Background: an optimization exercise with open tools, aiming at small area. Do not read the settings as production practice. Function was checked by simulation only, so behaviour that the tests miss may differ from the original. Power and IR drop assume default switching activity.

## flow/run.sh

```bash
#!/bin/bash
# synth_recipe.tcl (not shown) runs the flow's synth.tcl, then flattens the netlist and writes it again
# the make line also repeats each setting of config.mk as NAME=value (left out here)
make -C /OpenROAD-flow-scripts/flow DESIGN_CONFIG=/design/flow/config.mk WORK_HOME=/design/flow/orfs CLKGATE_MAP_FILE= SYNTH_SCRIPT=/design/flow/synth_recipe.tcl finish
```

## flow/config.mk

```make
export PLATFORM = sky130hd
export DESIGN_NAME = Tetris
export DESIGN_NICKNAME = Tetris
export VERILOG_FILES = /design/flow/design.v
export SDC_FILE = /design/flow/constraint.sdc
export NUM_CORES = 4
export LEC_CHECK = 0
export CAP_MARGIN = 20
export CORE_MARGIN = 2
export CORE_UTILIZATION = 40
export SLEW_MARGIN = 20
```

## flow/constraint.sdc

```tcl
create_clock -name core_clock -period 10.0 [get_ports {clk}]
set_input_delay 2.0000 -clock core_clock [delete_from_list [all_inputs] [get_ports {clk}]]
set_output_delay 2.0000 -clock core_clock [all_outputs]
set_load 0.01 [all_outputs]
```

## flow/design.v

```verilog
module Tetris(
    input wire clk,            
    input wire btn_left,       
    input wire btn_right,      
    input wire pause,          
    input wire btn_fast,       
    input wire btn_rotate,     
    input reset,               
    output reg [5:0] row,      
    output reg [5:0] col,      
    output reg [6:0] seg,      
    output reg game_over,      
    output reg LED,
    output LED_COM,
    output de1,
    output de2,
    output de3
);
    assign de1 = 1'b1;
    assign de2 = 1'b0;
    assign de3 = 1'b1;
    assign LED_COM = 1'b1;
    reg [9:0] div;
    wire tick = !pause && (&div[6:0]);
    wire rm = div[9];             
    always @(posedge clk)
        if (reset)       div <= 10'd64;
        else if (!pause) div <= div + 10'd1;
    reg [5:0] scan;
    wire [2:0] scan_row = scan[5:3];
    always @(posedge clk)
        if (reset) scan <= 6'd0;
        else       scan <= scan + 6'd1;
    reg [2:0] dot_row, dot_col;
    reg [1:0] count_1;
    reg [2:0] shape;
    reg k;
    reg [2:0] score;
    reg [35:0] st;             
    wire [5:0] state [5:0];
    genvar g;
    generate
        for (g = 0; g < 6; g = g + 1) begin : view
            assign state[g] = st[6*g +: 6];
        end
    endgenerate
    reg [5:0] col_q;
    reg [1:0] p0, p1;
    always @* begin
        case (shape)
        3'd1: begin p0 = k ? 2'b10 : 2'b01; p1 = 2'b11; end
        3'd2: begin p0 = k ? 2'b00 : 2'b01; p1 = k ? 2'b11 : 2'b01; end
        3'd3: begin p0 = k ? 2'b01 : 2'b00; p1 = k ? 2'b01 : 2'b11; end
        3'd4: begin p0 = 2'b11; p1 = k ? 2'b10 : 2'b01; end
        default: begin p0 = 2'b11; p1 = 2'b11; end
        endcase
    end
    wire [5:0] m0 = {4'b0, p0} << dot_col;
    wire [5:0] m1 = {4'b0, p1} << dot_col;
    reg [5:0] r1, r2;
    always @* begin
        case (dot_row)
            3'd0: begin r1 = state[1]; r2 = state[2]; end
            3'd1: begin r1 = state[2]; r2 = state[3]; end
            3'd2: begin r1 = state[3]; r2 = state[4]; end
            3'd3: begin r1 = state[4]; r2 = state[5]; end
            default: begin r1 = state[5]; r2 = 6'd0; end
        endcase
    end
    wire blk_l = |(r1 & {1'b0, m1[5:1]});
    wire blk_r = |(r1 & {m1[4:0], 1'b0});
    wire blk_f = |(r2 & m1);
    wire mv_l = !btn_left && dot_col != 3'd0 && !blk_l;
    wire mv_r = !btn_right && dot_col != 3'd4 && !blk_r;
    wire fall = &count_1;
    wire fall_ok = fall && dot_row != 3'd4 && !blk_f;
    wire land = fall && !fall_ok;
    wire erase = mv_l || mv_r || btn_rotate || fall_ok;
    wire [5:2] full;
    assign full[2] = &state[2];
    assign full[3] = &state[3];
    assign full[4] = &state[4];
    assign full[5] = &state[5];
    wire [5:2] shift;
    assign shift[5] = rm && full[5];
    assign shift[4] = rm && (full[5] || full[4]);
    assign shift[3] = rm && (full[5] || full[4] || full[3]);
    assign shift[2] = rm && (|full);
    wire [2:0] nfull = full[2] + full[3] + full[4] + full[5];
    wire [5:0] nxt [5:0];
    generate
        for (g = 0; g < 6; g = g + 1) begin : rows
            wire s0 = dot_row == g;
            wire s1 = dot_row + 3'd1 == g;
            wire [5:0] mrow = s0 ? m0 : s1 ? m1 : 6'd0;
            if (g >= 2)
                assign nxt[g] = ((s0 || s1) && erase) ? (state[g] & ~mrow) :
                                shift[g] ? state[g-1] : (state[g] | mrow);
            else
                assign nxt[g] = ((s0 || s1) && erase) ? (state[g] & ~mrow) :
                                (state[g] | mrow);
            always @(posedge clk)
                if (reset)     st[6*g +: 6] <= 6'd0;
                else if (tick) st[6*g +: 6] <= nxt[g];
        end
    endgenerate
    always @(posedge clk) begin
        if (reset) begin
            dot_row <= 3'd0;
            dot_col <= 3'd3;
            count_1 <= 2'd0;
            shape <= 3'd0;
            k <= 1'b0;
            score <= 3'd0;
            game_over <= 1'b0;
            LED <= 1'b0;
        end else if (tick) begin
            if (rm && game_over) LED <= ~LED;
            count_1 <= fall ? 2'd0 : btn_fast ? 2'd3 : count_1 + 2'd1;
            if (land) begin
                dot_row <= 3'd0;
                dot_col <= 3'd3;
                shape <= (shape == 3'd4) ? 3'd0 : shape + 3'd1;
                k <= 1'b0;
            end else begin
                if (fall_ok) dot_row <= dot_row + 3'd1;
                if (mv_r) dot_col <= dot_col + 3'd1;
                else if (mv_l) dot_col <= dot_col - 3'd1;
                if (btn_rotate) k <= ~k;
            end
            if (land && dot_row == 3'd0) begin
                score <= 3'd0;
                game_over <= 1'b1;
            end else if (rm)
                score <= score + nfull;
        end
    end
    always @* begin
        case (score)
            3'd0: seg = ~7'b0000001;
            3'd1: seg = ~7'b1001111;
            3'd2: seg = ~7'b0010010;
            3'd3: seg = ~7'b0000110;
            3'd4: seg = ~7'b1001100;
            3'd5: seg = ~7'b0100100;
            3'd6: seg = ~7'b0100000;
            default: seg = ~7'b0001111;
        endcase
    end
    always @(posedge clk)
        if (&scan[2:0])
            col_q <= scan_row[2] ? (scan_row[0] ? state[5] : state[4]) : state[scan_row[1:0]];
    always @* begin
        case (scan_row)
            3'd1: row = 6'b000001;
            3'd2: row = 6'b000010;
            3'd3: row = 6'b000100;
            3'd4: row = 6'b001000;
            3'd5: row = 6'b010000;
            3'd6: row = 6'b100000;
            default: row = 6'b000000;
        endcase
        col = (row == 6'd0) ? 6'd0 : col_q;
    end
endmodule
```

==> metrics.csv, run 1 <==
stage,metric,value,unit
timing,final.period_utilization,0.4453,
route,vias,5419,
critical_path,cp.arrival,2.45,ns
clocking,clk_pin_slew,0.06,ns
placed_design,dpl_worst_slack,5.329,ns
power_and_ir_drop,p_leak,2.137,nW
critical_path,cp_data_required_time,8.00,ns
timing,setup_ws,5.547,ns
timing,max_slew_margin,0.3074,
critical_path,critPathMaxStageDelay,1.01,ns
clocking,cts_resized,0,
floorplan,io_pins,32,
clocking,cts_setup_buffers,0,
cells_and_area,diodes,0,
route,drc_errors,0,
route,initialDrtViolationCount,609,
clocking,max-clock-path-buffers,2,
power_and_ir_drop,vdd_drop_max,0.07351,mV
global_routing,grt_pass1_wl,28640,µm
critical_path,worst_path_max_delay_cell,dfxtp_1,
synthesis,synth_cells,703,
clocking,ctsHoldBuffers,0,
clocking,cts-root-buf,clkbuf_16,
synthesis,ys_seq_area_frac,0.2807,
synthesis,synth_top_area_share,0.2483,
route,ant_nets,0,
synthesis,post_synth.cell_area_avg,7.913,µm²
synthesis,synth_area,5563,µm²
timing,worstMarginPinSlew,1.038,ns
critical_path,crit_fanout,23,
run_status,status,no timing/DRC/antenna violations,
route,firstDrtPassIters,6,
placed_design,gp_congestion,0.9723,
floorplan,core_area,13720,µm²
critical_path,crit_type,flip-flop to primary output,
floorplan,start_util,0.4055,
global_routing,antenna_found_initial,0,
critical_path,cp_cell_sequence,nor3_1 > nor2_1 > and2_1 > clkdlybuf4s50_1,
global_routing,grt_max_degree,56,
clocking,cts_tree,built,
timing,setup_viol,0,
cells_and_area,syn2layout_area_growth,11.65,%
cells_and_area,fillers,1365,
clocking,htree_levels,3,
route,route.detailed.wl_per_inst,20.48,µm
clocking,clock_latency,0.35,ns
floorplan,dieArea,14870,µm²
power_and_ir_drop,powerDensity,113.7,nW/µm²
synthesis,synth_edf_count,6,
synthesis,synth.distinct_cells,77,
synthesis,yosys_warnings,1,
critical_path,end_kind,primary output,
route,wl,17980,µm
floorplan,num_rows,43,
flow_run,maxCapViolations,0,
global_routing,grt.overflow.total,0,
synthesis,yosysTopAreaCell,dfxtp_1,
timing,hold_viol_final,0,
synthesis,ys_top_cells_by_count,"nor2_1, nand2_1, dfxtp_1",
floorplan,die_y,121.9,µm
synthesis,ys_ff_latch,75,
route,vias_per_cell,6.172,
timing,fin_skew,0.01234,ns
critical_path,start_kind,flip-flop,
placed_design,io_buffers,27,
clocking,cts.sinks,75,
timing,clock.fmax,0.2245,GHz
clocking,cts_buffers,9,
synthesis,synth_area_leaders,"dfxtp_1, nor2_1, nand2_1, a21oi_1, mux2i_1",
synthesis,yosys.cell_count.top_type,nor2_1,
timing,report.final.slew_viol_count,0,
timing,rsz0062_at_grt,no,
placed_design,dp_hpwl,12910,µm
global_routing,grt_pass1_vias,5219,
synthesis,synth-main-ff-cell,dfxtp_1,
floorplan,dieWidth,121.9,µm
synthesis,async_flop_share,0,
timing,post-route-min-period,4.453,ns
worst_hold_path,hold_class,flip-flop to flip-flop,
global_routing,grtUsageTotal,0.2509,
timing,setup_tns,0,ns
cells_and_area,final_nets,718,
cells_and_area,drive_gt1_frac,0.1017,
==> through the flow <==
stage                     hold slack, ns  instance area [µm²]  total power (W)    util  cells
after floorplan                   0.4175                 5570        0.0003277       -    705
after global placement            0.4320                 5846        0.0003318  0.4261    861
after detailed placement          0.4409                 5851        0.0003326  0.4264    861
after CTS                         0.4552                 6196        0.0007101  0.4516    877
after global routing              0.4705                 6211        0.0007260  0.4527    878
final                             0.4509                 6211        0.0007064  0.4527    878
==> power breakdown <==
| part | switching (W) | internal [W] | leakage [nW] |
|---|---|---|---|
| Combinational | 0.0000137 | 0.00000718 | 1.35 |
| Clock | 0.000138 | 0.000242 | 0.169 |
| Sequential | 0.00000167 | 0.000304 | 0.614 |
==> critical path, delay by kind of cell (launching register included) <==
kind          cells  cell delay [ns]
simple gates      3             0.57
flops             1             1.01
buf+inv           1             0.52
==> path summary, 6_finish.rpt <==
kind                      startpoint                  end  slack, ns  cells past startpoint
min reg2reg       scan[0]$_SDFF_PP0_   scan[0]$_SDFF_PP0_       0.45                      1
max reg2reg  dot_row[0]$_SDFFE_PP0P_  st[14]$_SDFFE_PP0P_       5.71                     11
max               scan[3]$_SDFF_PP0_               col[2]       5.55                      4
min               scan[0]$_SDFF_PP0_   scan[0]$_SDFF_PP0_       0.45                      1
==> routing by layer <==
metal | part of all wire | wire [µm] | GRT usage
met5 | 0 | 0 | 0
met2 | 0.45 | 8084 | 0.3883
met1 | 0.44 | 7867 | 0.3303
met3 | 0.075 | 1351 | 0.05993
met4 | 0.038 | 680 | 0.1157
==> layout by cell type, fill, tap and decap left out, types with 14 or more instances in the layout <==
master | netlist | routed
a21oi_1 | 47 | 47
a22oi_1 | 15 | 15
clkdlybuf4s50_1 | 0 | 26
dfxtp_1 | 69 | 69
ha_1 | 14 | 14
inv_1 | 24 | 24
mux2i_1 | 20 | 20
nand2_1 | 79 | 79
nand3_1 | 18 | 18
nor2_1 | 93 | 93
nor2b_1 | 14 | 14
nor3_1 | 26 | 25
o21ai_0 | 19 | 19
==> cell families after synthesis <==
| logic type | count (synthesis) | share of synthesized area |
|---|---|---|
| flops | 75 | 0.2807 |
| mux | 28 | 0.06433 |
| fa+ha+maj | 18 | 0.04588 |
| buf+inv | 81 | 0.06320 |
| simple gates | 279 | 0.2420 |
| xor+xnor | 15 | 0.02362 |
| compound gates | 205 | 0.2789 |
| other cells | 2 | 0.001350 |
==> cell type report <==
type	count	area [µm²]	area share
clock buffer	12	267.8	0.04311
clock inverter	4	77.57	0.01249
multi-input combinational	549	3667	0.5905
tap	180	225.2	0.03626
sequential	75	1562	0.2514
timing repair buffer	33	317.8	0.05117
inverter	25	93.84	0.01511
==> inputs of run 2 (changes only) <==
--- a/flow/design.v
+++ b/flow/design.v
@@ -32,5 +32,6 @@
         if (reset) scan <= 6'd0;
         else       scan <= scan + 6'd1;
-    reg [2:0] dot_row, dot_col;
+    reg [4:0] dr;              
+    reg [2:0] dot_col;
     reg [1:0] count_1;
     reg [2:0] shape;
@@ -58,14 +59,8 @@
     wire [5:0] m0 = {4'b0, p0} << dot_col;
     wire [5:0] m1 = {4'b0, p1} << dot_col;
-    reg [5:0] r1, r2;
-    always @* begin
-        case (dot_row)
-            3'd0: begin r1 = state[1]; r2 = state[2]; end
-            3'd1: begin r1 = state[2]; r2 = state[3]; end
-            3'd2: begin r1 = state[3]; r2 = state[4]; end
-            3'd3: begin r1 = state[4]; r2 = state[5]; end
-            default: begin r1 = state[5]; r2 = 6'd0; end
-        endcase
-    end
+    wire [5:0] r1 = ({6{dr[0]}} & state[1]) | ({6{dr[1]}} & state[2]) | ({6{dr[2]}} & state[3]) |
+                    ({6{dr[3]}} & state[4]) | ({6{dr[4]}} & state[5]);
+    wire [5:0] r2 = ({6{dr[0]}} & state[2]) | ({6{dr[1]}} & state[3]) | ({6{dr[2]}} & state[4]) |
+                    ({6{dr[3]}} & state[5]);
     wire blk_l = |(r1 & {1'b0, m1[5:1]});
     wire blk_r = |(r1 & {m1[4:0], 1'b0});
@@ -74,5 +69,5 @@
     wire mv_r = !btn_right && dot_col != 3'd4 && !blk_r;
     wire fall = &count_1;
-    wire fall_ok = fall && dot_row != 3'd4 && !blk_f;
+    wire fall_ok = fall && !dr[4] && !blk_f;
     wire land = fall && !fall_ok;
     wire erase = mv_l || mv_r || btn_rotate || fall_ok;
@@ -88,24 +83,29 @@
     assign shift[2] = rm && (|full);
     wire [2:0] nfull = full[2] + full[3] + full[4] + full[5];
-    wire [5:0] nxt [5:0];
+    wire go = tick && !reset;
+    wire v = go && !erase;
+    genvar h;
     generate
         for (g = 0; g < 6; g = g + 1) begin : rows
-            wire s0 = dot_row == g;
-            wire s1 = dot_row + 3'd1 == g;
-            wire [5:0] mrow = s0 ? m0 : s1 ? m1 : 6'd0;
+            wire s0 = go && (g < 5 ? dr[g < 5 ? g : 0] : 1'b0);
+            wire s1 = go && (g > 0 ? dr[g > 0 ? g-1 : 0] : 1'b0);
+            wire sh;
             if (g >= 2)
-                assign nxt[g] = ((s0 || s1) && erase) ? (state[g] & ~mrow) :
-                                shift[g] ? state[g-1] : (state[g] | mrow);
+                assign sh = go && shift[g] && !((dr[g < 5 ? g : 0] && g < 5 || dr[g-1]) && erase);
             else
-                assign nxt[g] = ((s0 || s1) && erase) ? (state[g] & ~mrow) :
-                                (state[g] | mrow);
-            always @(posedge clk)
-                if (reset)     st[6*g +: 6] <= 6'd0;
-                else if (tick) st[6*g +: 6] <= nxt[g];
+                assign sh = 1'b0;
+            for (h = 0; h < 6; h = h + 1) begin : bits
+                wire m = reset || (s0 && m0[h]) || (s1 && m1[h]);
+                always @(posedge clk)
+                    if (sh)
+                        st[6*g+h] <= st[6*(g-1)+h];
+                    else if (m)
+                        st[6*g+h] <= v;
+            end
         end
     endgenerate
     always @(posedge clk) begin
         if (reset) begin
-            dot_row <= 3'd0;
+            dr <= 5'd1;
             dot_col <= 3'd3;
             count_1 <= 2'd0;
@@ -119,15 +119,15 @@
             count_1 <= fall ? 2'd0 : btn_fast ? 2'd3 : count_1 + 2'd1;
             if (land) begin
-                dot_row <= 3'd0;
+                dr <= 5'd1;
                 dot_col <= 3'd3;
                 shape <= (shape == 3'd4) ? 3'd0 : shape + 3'd1;
                 k <= 1'b0;
             end else begin
-                if (fall_ok) dot_row <= dot_row + 3'd1;
+                if (fall_ok) dr <= {dr[3:0], 1'b0};
                 if (mv_r) dot_col <= dot_col + 3'd1;
                 else if (mv_l) dot_col <= dot_col - 3'd1;
                 if (btn_rotate) k <= ~k;
             end
-            if (land && dot_row == 3'd0) begin
+            if (land && dr[0]) begin
                 score <= 3'd0;
                 game_over <= 1'b1;
==> flow/flow/run.sh (new file) <==
#!/bin/bash
# Standard ORFS layout with smaller port buffers and a clock tree
# built without dummy loads.
export BUFFER_PORTS_ARGS="-buffer_cell sky130_fd_sc_hd__buf_1"
export CTS_ARGS="-sink_clustering_enable -repair_clock_nets -dont_use_dummy_load"
bash standard.sh > standard.log 2>&1
==> flow/standard.sh (new file) <==
#!/bin/bash
# synth_recipe.tcl (not shown) runs the flow's synth.tcl, then flattens the netlist and writes it again
# the make line also repeats each setting of config.mk as NAME=value (left out here)
make -C /OpenROAD-flow-scripts/flow DESIGN_CONFIG=/design/flow/config.mk WORK_HOME=/design/flow/orfs CLKGATE_MAP_FILE= SYNTH_SCRIPT=/design/flow/synth_recipe.tcl "${@:-finish}"
removed: flow/run.sh
==> metrics.csv, run 2 <==
stage,metric,value,unit,change
critical_path,path_buf_inv,1,,unchanged
floorplan,die_y,115.7,µm,-5.1%
route,ant_nets,0,,unchanged
power_and_ir_drop,vdd_drop_max,0.06625,mV,-9.9%
worst_hold_path,hold_path_startpoint,scan[0]$_SDFF_PP0_,,
clocking,ctsHoldBuffers,0,,unchanged
global_routing,grt_max_degree,49,,-13%
global_routing,grtUsageTotal,0.2237,,-0.02720
route,drc_errors,0,,unchanged
critical_path,cp.arrival,4.50,ns,+2.05 ns
route,firstDrtPassIters,7,,+1
clocking,max-clock-path-buffers,2,,unchanged
floorplan,num_rows,40,,-7.0%
route,met1_length,6262,µm,-20%
route,met3_length,955,µm,-29%
synthesis,synth_top_area_share,0.2529,,+0.004572
synthesis,synth_edf_count,42,,+36
clocking,htree_levels,3,,unchanged
synthesis,yosys_warnings,7,,+6
synthesis,yosysTopAreaCell,edfxtp_1,,
floorplan,io_pins,32,,unchanged
synthesis,post_synth.cell_area_avg,8.827,µm²,+12%
floorplan,start_util,0.4118,,+0.006305
floorplan,dieArea,13380,µm²,-10%
synthesis,synth.distinct_cells,63,,-18%
timing,final.period_utilization,0.4438,,-0.001584
clocking,cts.sinks,77,,+2.7%
placed_design,gp_congestion,0.9857,,+1.4%
timing,max_slew_margin,0.3296,,+0.02226
cells_and_area,largest_reg_flops,36,,
cells_and_area,drive_gt1_frac,0.04813,,-0.05359
critical_path,start_kind,input pin,,
cells_and_area,syn2layout_area_growth,7.000,%,
power_and_ir_drop,power_frac_seq,0.538,,+0.105
critical_path,reg2reg_depth,9,,-2
timing,hold_viol_final,0,,unchanged
synthesis,async_flop_share,0,,unchanged
cells_and_area,fillers,1239,,-9.2%
route,vias,4399,,-19%
clocking,cts-root-buf,clkbuf_16,,
timing,setup_tns,0,ns,unchanged
timing,setup_viol,0,,unchanged
critical_path,critPathMaxStageDelay,0.51,ns,-0.50 ns
cells_and_area,top_regs,"st: 36 flops, div: 10 flops",,
critical_path,crit_fanout,12,,-48%
run_status,status,no timing/DRC/antenna violations,,
critical_path,reg2reg_setup_slack,6.32,ns,+0.61 ns
power_and_ir_drop,powerDensity,124.9,nW/µm²,+9.8%
global_routing,grt_pass1_wl,22440,µm,-22%
synthesis,synth-main-ff-cell,edfxtp_1,,
timing,rsz0062_at_grt,no,,
timing,clock.fmax,0.2253,GHz,+0.36%
flow_run,maxCapViolations,0,,unchanged
clocking,clk_pin_slew,0.06,ns,about the same
cells_and_area,final_cell_mix,"nor2_1, nand2_1, a22oi_1, edfxtp_1, dfxtp_1",,
power_and_ir_drop,p_int,0.0005133,W,-7.2%
route,route.detailed.wl_per_inst,19.65,µm,-4.1%
synthesis,synth_area_leaders,"edfxtp_1, dfxtp_1, a22oi_1, nor2_1, nand2_1",,
global_routing,antenna_found_initial,0,,unchanged
critical_path,cp_data_required_time,10.07,ns,+2.07 ns
clocking,cts_resized,0,,unchanged
timing,post-route-min-period,4.438,ns,-0.01584 ns
synthesis,ys_seq_area_frac,0.3934,,+0.1127
cells_and_area,top_register,st,,
route,vias_per_cell,6.034,,-2.2%
worst_hold_path,holdPathStages,1,,unchanged
power_and_ir_drop,pwr-share-clk,0.417,,-0.121
critical_path,end_kind,flip-flop,,
critical_path,cpLargestDelayFamily,simple AND/OR/NAND/NOR gates,,
placed_design,dp_hpwl,10380,µm,-20%
route,wl,14320,µm,-20%
worst_hold_path,hold_class,flip-flop to flip-flop,,
timing,fin_skew,0.009516,ns,-0.002822 ns
cells_and_area,final_common_cell,nor2_1,,
clocking,cts_setup_buffers,0,,unchanged
route,initialDrtViolationCount,454,,-25%
critical_path,r2r_start,shape[2]$_SDFFE_PP0P_,,
power_and_ir_drop,combPwrFrac,0.045,,+0.015
clocking,cts_buffers,9,,unchanged
route,top_layer,met4,,
floorplan,core_area,12110,µm²,-12%
critical_path,cp_cell_sequence,buf_1 > and4b_1 > nand4_1 > nor2_1 > o211ai_1 > o21ai_0 > o21a_1 > or3_1,,
cells_and_area,diodes,0,,unchanged
cells_and_area,final_nets,583,,-19%
critical_path,worst_path_max_delay_cell,nor2_1,,
cells_and_area,fin_util,0.4406,,-0.01211
synthesis,yosys.cell_count.top_type,nor2_1,,
timing,worstMarginPinSlew,1.004,ns,-0.03334 ns
synthesis,synth_area,4987,µm²,-10%
global_routing,grt.overflow.total,0,,unchanged
critical_path,worstReg2RegEnd,st[29]$_DFFE_PP_,,
synthesis,synth_cells,565,,-20%
synthesis,ys_top_cells_by_count,"nor2_1, nand2_1, a22oi_1, edfxtp_1, dfxtp_1",,
clocking,cts_tree,built,,
synthesis,ys_ff_latch,77,,+2.7%
power_and_ir_drop,p_sw,0.0001533,W,+0.19%
timing,report.final.slew_viol_count,0,,unchanged
route,wl_met2,6493,µm,-20%
worst_hold_path,hold_path_end,scan[0]$_SDFF_PP0_,,
clocking,clock_latency,0.35,ns,about the same
critical_path,crit_type,input pin to flip-flop,,
floorplan,dieWidth,115.7,µm,-5.1%
global_routing,grt_pass1_vias,4022,,-23%
placed_design,io_buffers,27,,unchanged
power_and_ir_drop,swShare,0.2300,,+0.01335
power_and_ir_drop,p_leak,1.996,nW,-6.6%
==> run 2: cells by family after synthesis <==
logic type | share of synthesized area
xor gates and xnor gates | 0.02810
muxes | 0.02484
adders and majority gates | 0.03864
other | 0.001506
and+or+nand+nor | 0.2185
buffers and inverters | 0.05519
DFF | 0.3934
AOI/OAI and AO/OA | 0.2398
==> run 2: worst max-delay path by stage <==
stage / slack (ns) / end / from / cells after the start
2_1_floorplan: 6.24 / st[19]$_DFFE_PP_ / btn_left / 9
3_3_place_gp: 5.37 / st[15]$_DFFE_PP_ / pause / 8
3_5_place_dp: 5.27 / st[20]$_DFFE_PP_ / pause / 8
4_1_cts: 5.62 / score[2]$_SDFFE_PP0P_ / pause / 8
5_1_grt: 5.28 / st[18]$_DFFE_PP_ / pause / 8
6_report: 5.56 / st[15]$_DFFE_PP_ / pause / 8
==> run 2: worst register-to-register path, cell delays in order, from the launching register on <==
cell and delay (ns):
dfxtp_1 0.57, inv_1 0.09, ha_1 0.29, or4_4 0.54, nand4_1 0.15, nand2_1 0.22, a221o_1 0.50, a31oi_1 0.58
nor2_1 0.24, a21o_1 0.25
==> run 2: stage by stage <==
step | setup WS, ns | total power, W | area, µm² | instances | hold slack (ns)
after floorplan | 6.236 | 0.0003799 | 4995 | 567 | 0.4175
after global placement | 5.368 | 0.0003934 | 5111 | 720 | 0.4305
after detailed placement | 5.268 | 0.0003940 | 5111 | 720 | 0.4398
after CTS | 5.621 | 0.0006694 | 5336 | 729 | 0.4529
after global routing | 5.279 | 0.0006892 | 5336 | 729 | 0.4727
final | 5.562 | 0.0006666 | 5336 | 729 | 0.4481
==> run 2: final cells by class <==
class	count	area, µm²	area share
clock buffer	9	225.2	0.04220
inverter	13	48.80	0.009144
multi-input combinational	431	2758	0.5168
sequential	77	1962	0.3676
tap	168	210.2	0.03939
timing repair buffer	31	132.6	0.02485
==> run 2: power groups by stage <==
stage          Combinational, W  Clock (W)  Sequential (W)
5_1_grt               0.0000334   0.000297        0.000359
6_report              0.0000298   0.000278        0.000359
4_1_cts               0.0000296   0.000282        0.000358
3_3_place_gp          0.0000288          0        0.000365
3_5_place_dp          0.0000294          0        0.000365
2_1_floorplan         0.0000240          0        0.000356
==> run 2: routing by layer <==
layer	vias up	GRT usage
li1	2072	-
met1	2077	0.2995
met4	0	0.1175
met2	204	0.3466
met5	-	0
met3	46	0.03975
==> inputs of run 3 (changes only) <==
==> flow/run.sh (new file) <==
#!/bin/bash
# synth_recipe.tcl (not shown) runs the flow's synth.tcl, then flattens the netlist and writes it again
# the make line also repeats each setting of config.mk as NAME=value (left out here)
make -C /OpenROAD-flow-scripts/flow DESIGN_CONFIG=/design/flow/config.mk WORK_HOME=/design/flow/orfs CLKGATE_MAP_FILE= SYNTH_SCRIPT=/design/flow/synth_recipe.tcl finish
removed: flow/flow/run.sh
removed: flow/standard.sh
==> metrics.csv, run 3 <==
stage,metric,value,unit,change
run_status,status,no timing/DRC/antenna violations,,
timing,post-route-min-period,4.872,ns,+0.4344 ns
critical_path,cp_cell_sequence,clkdlybuf4s50_1 > and4b_1 > nand4_1 > nor2_1 > o211ai_1 > o21ai_0 > o21a_1 > or3_1,,
floorplan,num_rows,40,,unchanged
clocking,cts_buffers,9,,unchanged
placed_design,dpl_cell_area,5264,µm²,+3.0%
timing,hold_viol_final,0,,unchanged
timing,setup_tns,0,ns,unchanged
route,wl,14130,µm,-1.3%
cells_and_area,syn2layout_area_growth,12.14,%,
global_routing,grtUsageTotal,0.2221,,-0.001548
clocking,htree_levels,3,,unchanged
synthesis,ys_ff_latch,77,,unchanged
global_routing,grt_pass1_vias,4155,,+3.3%
global_routing,grt.overflow.total,0,,unchanged
synthesis,async_flop_share,0,,unchanged
floorplan,dieWidth,115.7,µm,unchanged
critical_path,end_kind,flip-flop,,
floorplan,start_util,0.4118,,unchanged
synthesis,synth_edf_count,42,,unchanged
placed_design,dpl_worst_slack,4.861,ns,-0.4072 ns
floorplan,io_pins,32,,unchanged
route,top_layer,met4,,
floorplan,die_y,115.7,µm,unchanged
critical_path,start_kind,input pin,,
clocking,max-clock-path-buffers,2,,unchanged
timing,max_slew_margin,0.2673,,-0.06235
timing,clock.fmax,0.2053,GHz,-8.9%
critical_path,cp_data_required_time,10.07,ns,about the same
critical_path,cp.arrival,4.94,ns,+0.44 ns
route,firstDrtPassIters,5,,-2
cells_and_area,top_regs,"st: 36 flops, div: 10 flops",,
synthesis,post_synth.cell_area_avg,8.827,µm²,unchanged
clocking,cts.sinks,77,,unchanged
critical_path,crit_type,input pin to flip-flop,,
worst_hold_path,hold_class,flip-flop to flip-flop,,
global_routing,grt_max_degree,49,,unchanged
global_routing,grt_pass1_wl,22460,µm,about the same
cells_and_area,fin_area,5593,µm²,+4.8%
cells_and_area,final_nets,581,,-0.34%
synthesis,synth.distinct_cells,63,,unchanged
cells_and_area,top_register,st,,
synthesis,yosys_warnings,7,,unchanged
timing,worstMarginPinSlew,1.096,ns,+0.09151 ns
placed_design,dp_hpwl,10030,µm,-3.4%
floorplan,dieArea,13380,µm²,unchanged
route,wl_met2,6527,µm,+0.52%
clocking,clk_pin_slew,0.06,ns,about the same
cells_and_area,drive_gt1_frac,0.05300,,+0.004875
route,vias_per_cell,6.003,,-0.52%
timing,setup_viol,0,,unchanged
power_and_ir_drop,p_leak,2.096,nW,+5.0%
placed_design,gp_congestion,0.9235,,-6.3%
critical_path,crit_fanout,12,,unchanged
synthesis,synth_area,4987,µm²,unchanged
cells_and_area,diodes,0,,unchanged
timing,report.final.slew_viol_count,0,,unchanged
synthesis,synth-main-ff-cell,edfxtp_1,,
critical_path,worst_path_max_delay_cell,nor2_1,,
route,route.detailed.wl_per_inst,19.25,µm,-2.0%
clocking,cts-root-buf,clkbuf_16,,
critical_path,path_buf_inv,1,,unchanged
clocking,clock_latency,0.35,ns,about the same
route,vias,4406,,+0.16%
synthesis,ys_seq_area_frac,0.3934,,unchanged
timing,fin_hold_ws,0.4468,ns,-0.001253 ns
clocking,cts_setup_buffers,0,,unchanged
clocking,ctsHoldBuffers,0,,unchanged
route,met3_length,1104,µm,+16%
cells_and_area,final_cell_mix,"nor2_1, nand2_1, a22oi_1, edfxtp_1, dfxtp_1",,
power_and_ir_drop,powerDensity,133.1,nW/µm²,+6.6%
route,initialDrtViolationCount,500,,+10%
placed_design,io_buffers,27,,unchanged
synthesis,synth_area_leaders,"edfxtp_1, dfxtp_1, a22oi_1, nor2_1, nand2_1",,
cells_and_area,final_common_cell,nor2_1,,
critical_path,cpLargestDelayFamily,simple AND/OR/NAND/NOR gates,,
timing,fin_skew,0.007286,ns,-0.002230 ns
flow_run,maxCapViolations,0,,unchanged
timing,rsz0062_at_grt,no,,
global_routing,antenna_found_initial,0,,unchanged
route,met1_length,5917,µm,-5.5%
timing,setup_ws,5.128,ns,-0.4344 ns
synthesis,synth_cells,565,,unchanged
cells_and_area,largest_reg_flops,36,,unchanged
synthesis,synth_top_area_share,0.2529,,unchanged
route,drc_errors,0,,unchanged
synthesis,ys_top_cells_by_count,"nor2_1, nand2_1, a22oi_1, edfxtp_1, dfxtp_1",,
power_and_ir_drop,vdd_drop_max,0.07644,mV,+15%
synthesis,yosys.cell_count.top_type,nor2_1,,
floorplan,core_area,12110,µm²,unchanged
timing,final.period_utilization,0.4872,,+0.04344
critical_path,critPathMaxStageDelay,0.53,ns,+0.02 ns
clocking,cts_tree,built,,
synthesis,yosysTopAreaCell,edfxtp_1,,
clocking,cts_resized,0,,unchanged
route,ant_nets,0,,unchanged
## run 3: cell count changes in the layout (fill, tap and decap cells not counted), sizes merged
cell	previous run	this run
clkbuf	10	11
clkinvlp	0	2
clkdlybuf4s50	0	27
clkinv	0	2
bufinv	0	1
buf	30	2
## run 3: metal layers
layer / up-vias / track usage
met5: - / 0
met4: 0 / 0.1222
met3: 41 / 0.03138
met2: 226 / 0.3474
met1: 2059 / 0.2976
li1: 2080 / -
## run 3: path summary, 6_finish.rpt
path | start | slack (ns) | to | cells past startpoint
worst max-delay path | pause | 5.13 | st[17]$_DFFE_PP_ | 8
worst min-delay path | scan[0]$_SDFF_PP0_ | 0.45 | scan[0]$_SDFF_PP0_ | 1
worst max register to register | shape[2]$_SDFFE_PP0P_ | 6.27 | st[25]$_DFFE_PP_ | 9
worst min register to register | scan[0]$_SDFF_PP0_ | 0.45 | scan[0]$_SDFF_PP0_ | 1
## run 3: final cells by class
class	count	area, µm²
Clock inverter	5	53.80
Timing Repair Buffer	29	285.3
Fill cell	1177	6519
Clock buffer	11	275.3
Inverter	13	48.80
Multi-Input combinational cell	431	2758
Tap cell	168	210.2
Sequential cell	77	1962
## run 3: kinds of logic after synthesis
group,synth area share
AOI/OAI and AO/OA,0.2398
xor gates and xnor gates,0.02810
adders and majority gates,0.03864
buffers and inverters,0.05519
DFF,0.3934
muxes,0.02484
other,0.001506
and+or+nand+nor,0.2185
## run 3: where the power goes
group	switching, W	internal (W)
logic	0.0000168	0.0000139
registers	0.0000151	0.000343
clock network	0.000134	0.000222
## run 3: worst reg2reg max path: cells and delay by family, from the launching register on
| family | cells | cell delay (ns) |
|---|---|---|
| AND/OR/NAND/NOR | 4 | 1.18 |
| flip-flops | 1 | 0.57 |
| adder cells (fa/ha/maj) | 1 | 0.29 |
| buffers and inverters | 1 | 0.09 |
| AO/OA/AOI/OAI | 3 | 1.36 |
## run 3: through the flow
stage / instances / total power [W] / util
2_1_floorplan: 567 / 0.0003799 / -
3_5_place_dp: 718 / 0.0003947 / 0.4346
4_1_cts: 734 / 0.0007486 / 0.4618
3_3_place_gp: 718 / 0.0003939 / 0.4346
5_1_grt: 734 / 0.0007655 / 0.4618
6_report: 734 / 0.0007446 / 0.4618
==> inputs of run 4 (changes only) <==
==> flow/flow/run.sh (new file) <==
#!/bin/bash
# Standard ORFS layout, with three changes in how it is made:
#  - after the standard synthesis, the combinational logic is re-mapped
#    for area (registers untouched, see remap.sh);
#  - ports are buffered with buf_1;
#  - the clock tree uses clkbuf_8 and no dummy loads.
set -euo pipefail
export BUFFER_PORTS_ARGS="-buffer_cell sky130_fd_sc_hd__buf_1"
export CTS_ARGS="-sink_clustering_enable -repair_clock_nets -dont_use_dummy_load -buf_list sky130_fd_sc_hd__clkbuf_8"
R=orfs/results/sky130hd/Tetris/base
bash standard.sh synth > synth.log 2>&1
cp $R/1_2_yosys.v standard_netlist.v
bash flow/remap.sh $PWD/standard_netlist.v $PWD/remapped.v $PWD/remap.log > remap_stdout.log 2>&1
cp remapped.v $R/1_2_yosys.v
rm -f $R/1_synth.odb $R/1_synth.sdc
bash standard.sh > layout.log 2>&1
==> flow/flow/remap.abc (new file) <==
strash
dch
amap
strash
dch -f
amap
strash
dch -f
amap
==> flow/flow/remap.sh (new file) <==
#!/bin/bash
# Re-map the combinational logic of the standard synthesis netlist for
# area. Flip-flop cells are kept as black boxes, so every register keeps
# its instance name and cell type.
# usage: remap.sh NETLIST_IN NETLIST_OUT LOG
set -euo pipefail
HERE=$(cd "$(dirname "$0")" && pwd)
PLAT=$FLOW_HOME/platforms/sky130hd
LIB=$PLAT/lib/sky130_fd_sc_hd__tt_025C_1v80.lib
YOSYS=yosys
[ -x "$FLOW_HOME/../tools/install/yosys/bin/yosys" ] && YOSYS=$FLOW_HOME/../tools/install/yosys/bin/yosys
DU=$(sed -n '/^export DONT_USE_CELLS/,/^$/p' $PLAT/config.mk | grep -o 'sky130_fd_sc_hd__[a-z0-9_]*' | sed 's/^/-dont_use /' | tr '\n' ' ')
FFS=$(grep -o 'sky130_fd_sc_hd__[a-z0-9_]*' "$1" | sort -u | grep -E '__(e?dfx|dfr|dfs|dfb|sdf|edfx|dlx|dlr)' | tr '\n' ' ')
cat > remap.ys <<EOY
read_liberty -ignore_miss_func $LIB
blackbox $FFS
read_verilog $1
hierarchy -top Tetris
flatten
opt -purge
abc -liberty $LIB $DU -script $HERE/remap.abc
opt_clean -purge
hilomap -singleton -hicell sky130_fd_sc_hd__conb_1 HI -locell sky130_fd_sc_hd__conb_1 LO
insbuf -buf sky130_fd_sc_hd__buf_4 A X
splitnets
opt_clean -purge
rename -hide w:*.*
stat -liberty $LIB
write_verilog -noattr -noexpr -nohex -nodec -selected $2
EOY
$YOSYS -l "$3" -q remap.ys
==> flow/standard.sh (new file) <==
#!/bin/bash
# synth_recipe.tcl (not shown) runs the flow's synth.tcl, then flattens the netlist and writes it again
# the make line also repeats each setting of config.mk as NAME=value (left out here)
make -C /OpenROAD-flow-scripts/flow DESIGN_CONFIG=/design/flow/config.mk WORK_HOME=/design/flow/orfs CLKGATE_MAP_FILE= SYNTH_SCRIPT=/design/flow/synth_recipe.tcl "${@:-finish}"
removed: flow/run.sh
==> metrics.csv, run 4 <==
stage,metric,value,unit,change
run_status,status,no timing/DRC/antenna violations,,
placed_design,dp_hpwl,10250,µm,+2.2%
synthesis,yosys_warnings,7,,unchanged
cells_and_area,final_cell_mix,"nor2_1, o21ai_0, clkinv_1, nand2_1, edfxtp_1",,
floorplan,num_rows,37,,-7.5%
timing,setup_viol,0,,unchanged
floorplan,io_pins,32,,unchanged
flow_run,maxCapViolations,0,,unchanged
power_and_ir_drop,powerDensity,121.7,nW/µm²,-8.6%
timing,hold_viol_final,0,,unchanged
route,vias_per_cell,6.015,,+0.21%
route,initialDrtViolationCount,519,,+3.8%
cells_and_area,final_nets,587,,+1.0%
placed_design,dpl_cell_area,4542,µm²,-14%
cells_and_area,top_register,st,,
placed_design,io_buffers,27,,unchanged
cells_and_area,fin_area,4666,µm²,-17%
critical_path,endpoint,st[13]$_DFFE_PP_,,
timing,max_slew_margin,0.2879,,+0.02061
route,drc_errors,0,,unchanged
global_routing,grt.overflow.total,0,,unchanged
critical_path,cp_data_required_time,10.04,ns,-0.03 ns
route,ant_nets,0,,unchanged
timing,rsz0062_at_grt,no,,
timing,worstMarginPinSlew,1.041,ns,-0.05445 ns
global_routing,grt_max_degree,25,,-49%
power_and_ir_drop,vdd_drop_max,0.06322,mV,-17%
cells_and_area,syn2layout_area_growth,8.876,%,
global_routing,antenna_found_initial,0,,unchanged
clocking,cts.sinks,77,,unchanged
global_routing,grt_pass1_vias,3929,,-5.4%
cells_and_area,final_common_cell,nor2_1,,
clocking,cts_setup_buffers,0,,unchanged
clocking,clock_latency,0.36,ns,about the same
critical_path,cp.arrival,5.57,ns,+0.63 ns
clocking,cts_resized,0,,unchanged
route,wl,13520,µm,-4.3%
cells_and_area,drive_gt1_frac,0.01730,,-0.03570
floorplan,dieWidth,107.5,µm,-7.1%
critical_path,crit_type,input pin to flip-flop,,
timing,post-route-min-period,5.535,ns,+0.6632 ns
critical_path,worstReg2RegEnd,st[26]$_DFFE_PP_,,
critical_path,reg2reg_setup_slack,5.25,ns,-1.02 ns
cells_and_area,diodes,0,,unchanged
floorplan,core_area,10370,µm²,-14%
clocking,htree_levels,3,,unchanged
clocking,cts_tree,built,,
cells_and_area,largest_reg_flops,36,,unchanged
clocking,clk_pin_slew,0.08,ns,+0.02 ns
synthesis,post_synth.cell_area_avg,7.892,µm²,-11%
clocking,ctsHoldBuffers,0,,unchanged
timing,final.period_utilization,0.5535,,+0.06632
route,vias,4295,,-2.5%
placed_design,gp_congestion,0.9794,,+6.1%
timing,clock.fmax,0.1807,GHz,-12%
synthesis,synth_area,4285,µm²,-14%
cells_and_area,fillers,1048,,-11%
global_routing,grt_pass1_wl,21180,µm,-5.7%
clocking,cts_buffers,9,,unchanged
critical_path,cp-startpoint,pause,,
worst_hold_path,hold_class,flip-flop to flip-flop,,
clocking,max-clock-path-buffers,2,,unchanged
critical_path,start_kind,input pin,,
timing,fin_skew,0.02144,ns,+0.01416 ns
power_and_ir_drop,p_leak,1.441,nW,-31%
floorplan,dieArea,11560,µm²,-14%
critical_path,r2r_start,shape[0]$_SDFFE_PP0P_,,
cells_and_area,top_regs,"st: 36 flops, div: 10 flops",,
critical_path,crit_fanout,12,,unchanged
timing,fin_hold_ws,0.4337,ns,-0.01315 ns
floorplan,start_util,0.4132,,+0.001471
worst_hold_path,hold_path_startpoint,scan[0]$_SDFF_PP0_,,
critical_path,reg2reg_depth,14,,+5
global_routing,grtUsageTotal,0.2426,,+0.02048
clocking,cts-root-buf,clkbuf_8,,
critical_path,end_kind,flip-flop,,
route,firstDrtPassIters,5,,unchanged
timing,report.final.slew_viol_count,0,,unchanged
floorplan,die_y,107.5,µm,-7.1%
route,route.detailed.wl_per_inst,18.94,µm,-1.6%
synthesis,synth_cells,543,,-3.9%
timing,setup_tns,0,ns,unchanged
==> run 4: per-layer routing <==
layer | GRT usage | wire length (µm) | up-vias
li1 | - | - | 2034
met1 | 0.3291 | 6035 | 2025
met2 | 0.3702 | 6040 | 203
met3 | 0.05993 | 1066 | 33
met4 | 0.09799 | 380 | 0
met5 | 0 | 0 | -
==> run 4: where the power goes <==
| part | internal, W | switching (W) |
|---|---|---|
| Combinational | 0.0000102 | 0.0000222 |
| Clock | 0.0000804 | 0.000103 |
| Sequential | 0.000342 | 0.00000996 |
| Total | 0.000433 | 0.000135 |
==> run 4: layout make-up <==
type / count / area, µm² / share of cell area
inverter: 67 / 251.5 / 0.05390
timing repair buffer: 28 / 108.9 / 0.02333
clock buffer: 9 / 123.9 / 0.02655
tap: 136 / 170.2 / 0.03647
multi-input combinational: 397 / 2049 / 0.4393
sequential: 77 / 1962 / 0.4205
==> run 4: critical path: stages <==
cell	delay, ns
buf_1	0.08
nor2b_1	0.20
and3_1	0.25
and3_1	0.21
nand2_1	0.09
nor2_1	0.54
clkinv_1	0.39
nor2_1	0.47
nand2_1	0.22
a21oi_1	0.22
clkinv_1	0.11
o21ai_0	0.10
o21ai_0	0.26
nand2_1	0.27
nor2_1	0.08
o21ai_0	0.09
==> run 4: how the worst min path moves through the flow <==
| stage | to | slack (ns) | depth (start not counted) |
|---|---|---|---|
| 4_1_cts | scan[0]$_SDFF_PP0_ | 0.43 | 1 |
| 3_3_place_gp | scan[0]$_SDFF_PP0_ | 0.40 | 1 |
| 5_1_grt | scan[0]$_SDFF_PP0_ | 0.45 | 1 |
| 6_report | scan[0]$_SDFF_PP0_ | 0.43 | 1 |
| 3_5_place_dp | scan[0]$_SDFF_PP0_ | 0.42 | 1 |
| 2_1_floorplan | scan[0]$_SDFF_PP0_ | 0.39 | 1 |
==> run 4: stage by stage <==
stage / utilization / instances / setup slack (ns) / total power (W)
after floorplan: - / 545 / 5.015 / 0.0003759
after global placement: 0.4380 / 705 / 4.296 / 0.0003899
after detailed placement: 0.4380 / 705 / 4.153 / 0.0003900
after CTS: 0.4499 / 714 / 4.495 / 0.0005675
after global routing: 0.4499 / 714 / 3.915 / 0.0005852
final: 0.4499 / 714 / 4.465 / 0.0005679
==> inputs of run 5 (changes only) <==
==> flow/flow/remap.abc (replaced) <==
strash
&get -n
&deepsyn -T 60
&put
dch -f
amap -F 20 -A 40
==> metrics.csv, run 5 <==
stage,metric,value,unit,change
floorplan,start_util,0.4162,,+0.002911
power_and_ir_drop,powerDensity,127.3,nW/µm²,+4.5%
clocking,cts-root-buf,clkbuf_8,,
floorplan,core_area,9864,µm²,-4.9%
global_routing,antenna_found_initial,0,,unchanged
floorplan,dieArea,11090,µm²,-4.1%
synthesis,yosys_warnings,7,,unchanged
flow_run,maxCapViolations,0,,unchanged
cells_and_area,largest_reg_flops,36,,unchanged
route,firstDrtPassIters,7,,+2
power_and_ir_drop,combPwrFrac,0.061,,+0.004
power_and_ir_drop,pwr-share-clk,0.325,,+0.002
placed_design,gp_congestion,1.021,,+4.3%
critical_path,crit_type,input pin to flip-flop,,
critical_path,start_kind,input pin,,
power_and_ir_drop,swShare,0.2404,,+0.002140
route,drc_errors,0,,unchanged
timing,worstMarginPinSlew,0.9117,ns,-0.1295 ns
cells_and_area,final_cell_mix,"clkinv_1, o21ai_0, nor2_1, edfxtp_1, dfxtp_1",,
cells_and_area,diodes,0,,unchanged
clocking,cts.sinks,77,,unchanged
clocking,cts_tree,built,,
floorplan,dieWidth,105.3,µm,-2.0%
route,initialDrtViolationCount,561,,+8.1%
synthesis,synth_cells,472,,-13%
timing,setup_tns,0,ns,unchanged
clocking,cts_setup_buffers,0,,unchanged
placed_design,io_buffers,27,,unchanged
clocking,cts_resized,0,,unchanged
cells_and_area,final_common_cell,clkinv_1,,
placed_design,placedCellCount,631,,-10%
timing,fin_skew,0.01397,ns,-0.007477 ns
critical_path,reg2reg_depth,17,,+3
synthesis,synth_area,4105,µm²,-4.2%
clocking,htree_levels,3,,unchanged
clocking,clock_latency,0.37,ns,about the same
timing,report.final.slew_viol_count,0,,unchanged
run_status,status,no timing/DRC/antenna violations,,
cells_and_area,final_cells,640,,-10%
power_and_ir_drop,p_int,0.0004332,W,+0.13%
route,vias,4060,,-5.5%
timing,clock.fmax,0.2180,GHz,+21%
route,vias_per_cell,6.344,,+5.5%
cells_and_area,final_nets,516,,-12%
critical_path,r2r_start,shape[0]$_SDFFE_PP0P_,,
global_routing,grt_max_degree,24,,-4.0%
global_routing,grt_pass1_wl,20560,µm,-2.9%
floorplan,die_y,105.3,µm,-2.0%
timing,max_slew_margin,0.3922,,+0.1043
floorplan,io_pins,32,,unchanged
critical_path,crit_fanout,11,,-1
timing,post-route-min-period,4.586,ns,-0.9487 ns
critical_path,cp_data_required_time,10.07,ns,+0.03 ns
worst_hold_path,hold_path_end,scan[0]$_SDFF_PP0_,,
cells_and_area,fillers,984,,-6.1%
critical_path,end_kind,flip-flop,,
route,wl,13320,µm,-1.5%
worst_hold_path,holdPathStages,1,,unchanged
clocking,cts_buffers,9,,unchanged
placed_design,dp_hpwl,9878,µm,-3.7%
global_routing,grt_pass1_vias,3711,,-5.5%
cells_and_area,fin_area,4482,µm²,-3.9%
cells_and_area,syn2layout_area_growth,9.174,%,
global_routing,grtUsageTotal,0.2440,,+0.001391
power_and_ir_drop,power_frac_seq,0.615,,-0.005
power_and_ir_drop,vdd_drop_max,0.06272,mV,-0.79%
cells_and_area,top_register,st,,
worst_hold_path,hold_class,flip-flop to flip-flop,,
placed_design,dpl_cell_area,4358,µm²,-4.0%
global_routing,grt.overflow.total,0,,unchanged
cells_and_area,top_regs,"st: 36 flops, div: 10 flops",,
critical_path,worstReg2RegEnd,st[28]$_DFFE_PP_,,
floorplan,num_rows,36,,-2.7%
timing,rsz0062_at_grt,no,,
route,route.detailed.wl_per_inst,20.80,µm,+9.9%
cells_and_area,drive_gt1_frac,0.01972,,+0.002423
critical_path,cp.arrival,4.66,ns,-0.91 ns
timing,hold_viol_final,0,,unchanged
synthesis,post_synth.cell_area_avg,8.697,µm²,+10%
timing,setup_viol,0,,unchanged
clocking,ctsHoldBuffers,0,,unchanged
clocking,clk_pin_slew,0.08,ns,about the same
power_and_ir_drop,p_sw,0.0001371,W,+1.3%
worst_hold_path,hold_path_startpoint,scan[0]$_SDFF_PP0_,,
power_and_ir_drop,p_leak,1.338,nW,-7.1%
route,ant_nets,0,,unchanged
clocking,max-clock-path-buffers,2,,unchanged
critical_path,reg2reg_setup_slack,5.43,ns,+0.18 ns
timing,final.period_utilization,0.4586,,-0.09487
-- run 5: cell type report --
class / count / area [µm²] / share of cell area
repair buffers: 28 / 108.9 / 0.02429
well taps: 133 / 166.4 / 0.03713
multi-input cells: 330 / 1884 / 0.4204
inverters: 63 / 236.5 / 0.05276
clock buffers: 9 / 123.9 / 0.02764
flip-flops and latches: 77 / 1962 / 0.4377
-- run 5: how the worst max path moves through the flow --
stage / startpoint / to / slack [ns]
final: pause / st[28]$_DFFE_PP_ / 5.41
after global routing: shape[0]$_SDFFE_PP0P_ / st[28]$_DFFE_PP_ / 4.97
after CTS: pause / st[26]$_DFFE_PP_ / 5.49
after detailed placement: pause / st[26]$_DFFE_PP_ / 5.13
after global placement: pause / st[28]$_DFFE_PP_ / 5.32
after floorplan: pause / st[26]$_DFFE_PP_ / 5.73
-- run 5: routing by layer --
metal  share of wire  GRT usage  vias to the layer above
li1                -          -                     1870
met1            0.43     0.3504                     1887
met2            0.43     0.3622                      260
met3            0.11    0.03711                       43
met4           0.032     0.1076                        0
met5               0          0                        -
-- run 5: critical path, cell delays in order --
cell and delay [ns]:
buf_1 0.09, clkinv_1 0.10, and3_1 0.19, and3_1 0.21
and3_1 0.18, nand2_1 0.22, clkinv_1 0.33, nand3_1 0.24
o21ai_0 0.19, o211ai_1 0.27, nor2b_1 0.43, o221ai_1 0.21
-- run 5: metrics by stage --
stage / hold WS [ns] / power, W / utilization / setup slack, ns
3_3_place_gp: 0.4250 / 0.0003904 / 0.4418 / 5.322
2_1_floorplan: 0.4156 / 0.0003762 / - / 5.734
3_5_place_dp: 0.4407 / 0.0003907 / 0.4418 / 5.134
4_1_cts: 0.4595 / 0.0005717 / 0.4543 / 5.489
5_1_grt: 0.4794 / 0.0005887 / 0.4543 / 4.975
6_report: 0.4593 / 0.0005703 / 0.4543 / 5.414
-- run 5: power by group through the flow --
stage                     registers [W]   logic, W  clock network (W)
after global routing           0.000351  0.0000380           0.000200
final                          0.000350  0.0000347           0.000185
after global placement         0.000357  0.0000334                  0
after floorplan                0.000353  0.0000228                  0
after detailed placement       0.000357  0.0000337                  0
after CTS                      0.000350  0.0000339           0.000188
==> inputs of run 6 (changes only) <==
--- a/flow/design.v
+++ b/flow/design.v
@@ -38,5 +38,6 @@
     reg k;
     reg [2:0] score;
-    reg [35:0] st;             
+    reg [35:0] stn;            
+    wire [35:0] st = ~stn;
     wire [5:0] state [5:0];
     genvar g;
@@ -49,14 +50,14 @@
     reg [1:0] p0, p1;
     always @* begin
-        case (shape)
-        3'd1: begin p0 = k ? 2'b10 : 2'b01; p1 = 2'b11; end
-        3'd2: begin p0 = k ? 2'b00 : 2'b01; p1 = k ? 2'b11 : 2'b01; end
-        3'd3: begin p0 = k ? 2'b01 : 2'b00; p1 = k ? 2'b01 : 2'b11; end
-        3'd4: begin p0 = 2'b11; p1 = k ? 2'b10 : 2'b01; end
+        casez (shape)
+        3'b1??: begin p0 = 2'b11; p1 = k ? 2'b10 : 2'b01; end
+        3'b001: begin p0 = k ? 2'b10 : 2'b01; p1 = 2'b11; end
+        3'b010: begin p0 = k ? 2'b00 : 2'b01; p1 = k ? 2'b11 : 2'b01; end
+        3'b011: begin p0 = k ? 2'b01 : 2'b00; p1 = k ? 2'b01 : 2'b11; end
         default: begin p0 = 2'b11; p1 = 2'b11; end
         endcase
     end
-    wire [5:0] m0 = {4'b0, p0} << dot_col;
-    wire [5:0] m1 = {4'b0, p1} << dot_col;
+    wire [5:0] m0 = dot_col[2] ? {p0, 4'b0} : ({4'b0, p0} << dot_col[1:0]);
+    wire [5:0] m1 = dot_col[2] ? {p1, 4'b0} : ({4'b0, p1} << dot_col[1:0]);
     wire [5:0] r1 = ({6{dr[0]}} & state[1]) | ({6{dr[1]}} & state[2]) | ({6{dr[2]}} & state[3]) |
                     ({6{dr[3]}} & state[4]) | ({6{dr[4]}} & state[5]);
@@ -67,5 +68,5 @@
     wire blk_f = |(r2 & m1);
     wire mv_l = !btn_left && dot_col != 3'd0 && !blk_l;
-    wire mv_r = !btn_right && dot_col != 3'd4 && !blk_r;
+    wire mv_r = !btn_right && !dot_col[2] && !blk_r;
     wire fall = &count_1;
     wire fall_ok = fall && !dr[4] && !blk_f;
@@ -83,23 +84,21 @@
     assign shift[2] = rm && (|full);
     wire [2:0] nfull = full[2] + full[3] + full[4] + full[5];
-    wire go = tick && !reset;
-    wire v = go && !erase;
     genvar h;
     generate
         for (g = 0; g < 6; g = g + 1) begin : rows
-            wire s0 = go && (g < 5 ? dr[g < 5 ? g : 0] : 1'b0);
-            wire s1 = go && (g > 0 ? dr[g > 0 ? g-1 : 0] : 1'b0);
-            wire sh;
-            if (g >= 2)
-                assign sh = go && shift[g] && !((dr[g < 5 ? g : 0] && g < 5 || dr[g-1]) && erase);
-            else
-                assign sh = 1'b0;
+            wire s0 = (g < 5) && dr[g < 5 ? g : 0];
+            wire s1 = (g > 0) && dr[g > 0 ? g-1 : 0];
             for (h = 0; h < 6; h = h + 1) begin : bits
-                wire m = reset || (s0 && m0[h]) || (s1 && m1[h]);
-                always @(posedge clk)
-                    if (sh)
-                        st[6*g+h] <= st[6*(g-1)+h];
-                    else if (m)
-                        st[6*g+h] <= v;
+                wire m = (s0 && m0[h]) || (s1 && m1[h]);
+                if (g >= 2) begin : sh_row
+                    wire sh = shift[g] && !((s0 || s1) && erase);
+                    always @(posedge clk)
+                        if (reset)     stn[6*g+h] <= 1'b1;
+                        else if (tick) stn[6*g+h] <= sh ? stn[6*(g-1)+h] : m ? erase : stn[6*g+h];
+                end else begin : top_row
+                    always @(posedge clk)
+                        if (reset)     stn[6*g+h] <= 1'b1;
+                        else if (tick) stn[6*g+h] <= m ? erase : stn[6*g+h];
+                end
             end
         end
@@ -121,5 +120,5 @@
                 dr <= 5'd1;
                 dot_col <= 3'd3;
-                shape <= (shape == 3'd4) ? 3'd0 : shape + 3'd1;
+                shape <= shape[2] ? 3'd0 : shape + 3'd1;
                 k <= 1'b0;
             end else begin
@@ -149,6 +148,7 @@
     end
     always @(posedge clk)
-        if (&scan[2:0])
-            col_q <= scan_row[2] ? (scan_row[0] ? state[5] : state[4]) : state[scan_row[1:0]];
+        if (reset) col_q <= 6'd0;
+        else if (&scan[2:0])
+            col_q <= (scan_row[2] & scan_row[1]) ? 6'd0 : scan_row[2] ? (scan_row[0] ? state[5] : state[4]) : state[scan_row[1:0]];
     always @* begin
         case (scan_row)
@@ -161,5 +161,5 @@
             default: row = 6'b000000;
         endcase
-        col = (row == 6'd0) ? 6'd0 : col_q;
+        col = col_q;
     end
 endmodule
==> metrics.csv, run 6 <==
stage,metric,value,unit,change
run_status,status,no timing/DRC/antenna violations,,
critical_path,cp_cell_sequence,buf_1 > nor2_1 > and2_0 > and3_1 > and3_1 > nand2_1 > nor2_1 > clkinv_1 > nor2_1 > o21ai_0 > or2_0 > nor2_1 > a211oi_1,,
cells_and_area,largest_reg_flops,36,,unchanged
critical_path,start_kind,input pin,,
worst_hold_path,hold_class,flip-flop to flip-flop,,
critical_path,worstReg2RegEnd,stn[18]$_SDFFE_PP1P_,,
critical_path,reg2reg_setup_slack,5.86,ns,+0.43 ns
clocking,cts_buffers,9,,unchanged
clocking,cts_tree,built,,
timing,setup_viol,0,,unchanged
timing,hold_viol_final,0,,unchanged
timing,fin_skew,0.01992,ns,+0.005953 ns
critical_path,cp_data_required_time,10.23,ns,+0.16 ns
cells_and_area,multi_input_area,2258,µm²,+20%
synthesis,synth_cells,537,,+14%
clocking,cts-root-buf,clkbuf_8,,
floorplan,dieWidth,105.1,µm,-0.23%
critical_path,critPathMaxStageDelay,0.35,ns,-0.08 ns
global_routing,grtUsageTotal,0.2533,,+0.009286
timing,post-route-min-period,4.447,ns,-0.1397 ns
floorplan,start_util,0.4141,,-0.002029
timing,clock.fmax,0.2249,GHz,+3.1%
timing,report.final.slew_viol_count,0,,unchanged
route,drc_errors,0,,unchanged
critical_path,r2r_start,shape[1]$_SDFFE_PP0P_,,
synthesis,post_synth.cell_area_avg,7.607,µm²,-13%
power_and_ir_drop,vdd_drop_max,0.04425,mV,-29%
critical_path,crit_path_frequent_cell,nor2_1,,
route,vias_per_cell,6.211,,-2.1%
cells_and_area,top_register,stn,,
timing,rsz0062_at_grt,no,,
floorplan,die_y,105.1,µm,-0.23%
cells_and_area,regArea,1541,µm²,-21%
power_and_ir_drop,p_leak,1.435,nW,+7.3%
timing,setup_tns,0,ns,unchanged
critical_path,crit_fanout,10,,-1
cells_and_area,final_common_cell,dfxtp_1,,
worst_hold_path,holdPathStages,1,,unchanged
global_routing,grt_max_degree,41,,+71%
placed_design,gp_congestion,0.9822,,-3.8%
cells_and_area,final_nets,579,,+12%
clocking,cts_setup_buffers,0,,unchanged
cells_and_area,drive_gt1_frac,0.02456,,+0.004838
route,initialDrtViolationCount,385,,-31%
clocking,cts_resized,0,,unchanged
critical_path,end_kind,flip-flop,,
placed_design,io_buffers,27,,unchanged
critical_path,crit_type,input pin to flip-flop,,
floorplan,core_area,9864,µm²,unchanged
clocking,clk_pin_slew,0.06,ns,-0.02 ns
floorplan,dieArea,11040,µm²,-0.46%
clocking,cts.sinks,77,,unchanged
floorplan,io_pins,32,,unchanged
floorplan,num_rows,36,,unchanged
global_routing,grt_pass1_wl,21730,µm,+5.7%
critical_path,worst_path_max_delay_cell,or2_0,,
synthesis,synth_area,4085,µm²,-0.49%
placed_design,dpl_worst_slack,5.189,ns,+0.05502 ns
worst_hold_path,hold_path_startpoint,LED$_SDFFE_PP0P_,,
timing,max_slew_margin,0.4120,,+0.01981
route,vias,4366,,+7.5%
route,firstDrtPassIters,7,,unchanged
timing,setup_ws,5.553,ns,+0.1397 ns
power_and_ir_drop,powerDensity,115.6,nW/µm²,-9.1%
global_routing,grt_pass1_vias,4031,,+8.6%
worst_hold_path,hold_path_end,LED$_SDFFE_PP0P_,,
route,wl,13650,µm,+2.5%
clocking,ctsHoldBuffers,0,,unchanged
cells_and_area,top_regs,"stn: 36 flops, div: 10 flops",,
critical_path,cp.arrival,4.67,ns,about the same
cells_and_area,syn2layout_area_growth,8.851,%,
placed_design,dp_hpwl,10130,µm,+2.5%
cells_and_area,final_cell_mix,"dfxtp_1, nor2_1, clkinv_1, o22ai_1, o21ai_0",,
timing,final.period_utilization,0.4447,,-0.01397
critical_path,reg2reg_depth,19,,+2
flow_run,maxCapViolations,0,,unchanged
timing,worstMarginPinSlew,0.8787,ns,-0.03296 ns
cells_and_area,diodes,0,,unchanged
synthesis,yosys_warnings,1,,-6
clocking,max-clock-path-buffers,2,,unchanged
cells_and_area,fillers,995,,+1.1%
global_routing,grt.overflow.total,0,,unchanged
route,ant_nets,0,,unchanged
route,route.detailed.wl_per_inst,19.42,µm,-6.7%
clocking,htree_levels,3,,unchanged
clocking,clock_latency,0.37,ns,about the same
global_routing,antenna_found_initial,0,,unchanged
run 6: worst max-delay path, delay by kind of cell:
kind / cells / cell delay [ns]
buf+inv: 2 / 0.28
simple gates: 9 / 2.00
compound gates: 2 / 0.38
run 6: cell type report:
| class | instances | area share |
|---|---|---|
| inverter | 58 | 0.04896 |
| sequential | 77 | 0.3467 |
| tap | 133 | 0.03742 |
| multi-input combinational | 394 | 0.5079 |
| timing repair buffer | 32 | 0.03123 |
| clock buffer | 9 | 0.02786 |
run 6: stage by stage:
stage / cell area [µm²] / std cells / hold slack [ns] / power, W / utilization
6_report: 4447 / 703 / 0.4538 / 0.0005141 / 0.4508
2_1_floorplan: 4093 / 539 / 0.4189 / 0.0003282 / -
5_1_grt: 4447 / 703 / 0.4758 / 0.0005316 / 0.4508
3_5_place_dp: 4323 / 694 / 0.4428 / 0.0003353 / 0.4382
3_3_place_gp: 4323 / 694 / 0.4313 / 0.0003352 / 0.4382
4_1_cts: 4447 / 703 / 0.4537 / 0.0005188 / 0.4508
run 6: worst max-delay path by stage:
stage                         start              endpoint  slack [ns]  depth (start not counted)
after detailed placement      pause  stn[25]$_SDFFE_PP1P_        5.19                         13
final                         pause  stn[24]$_SDFFE_PP1P_        5.55                         13
after floorplan           btn_right  stn[16]$_SDFFE_PP1P_        5.79                         11
after CTS                     pause  stn[25]$_SDFFE_PP1P_        5.56                         13
after global routing          pause  stn[25]$_SDFFE_PP1P_        5.18                         13
after global placement        pause  stn[25]$_SDFFE_PP1P_        5.13                         13
run 6: per-layer routing:
layer	vias up	wire (µm)	share of wire	GRT usage
met3	29	950	0.070	0.04429
met2	204	5922	0.43	0.3878
li1	2093	-	-	-
met5	-	0	0	0
met4	0	361	0.026	0.1057
met1	2040	6415	0.47	0.3499
run 6: where the power goes:
group          switching, W  internal [W]  leakage, nW
Clock              0.000105     0.0000804       0.0647
Combinational     0.0000135    0.00000511        0.747
Sequential       0.00000127      0.000309        0.623
Total              0.000120      0.000394         1.44

-- re-timing with driven ports --
No port has a modelled driver above. Below, the same layouts with a new extraction and two added sets of constraints. Step 1 assumes that a clkbuf_16 drives the clock port and a buf_2 every other input. Step 2 also shifts input and output timing later by t, the mid clock arrival at the registers, as if the neighbouring blocks saw the same clock. Slacks: ideal ports / drivers / drivers and shift; pairs: ideal ports / drivers.
| run | shift t [ns] | slack for setup (ns) | cell pins on the clock port's net |
|---|---|---|---|
| run 1 | 0.391 | 5.547 / 5.500 / 5.347 | 1 |
| run 2 | 0.386 | 5.562 / 5.585 / 5.199 | 1 |
| run 3 | 0.383 | 5.128 / 5.144 / 4.762 | 1 |
| run 4 | 0.389 | 4.465 / 4.480 / 4.092 | 1 |
| run 5 | 0.391 | 5.414 / 5.423 / 5.032 | 1 |
| run 6 | 0.397 | 5.553 / 5.567 / 5.170 | 1 |
After both steps setup and hold are still met in every run listed. For run 6, which loses most, drivers alone change the setup slack by +0.014 ns; drivers and shift together by -0.383 ns.
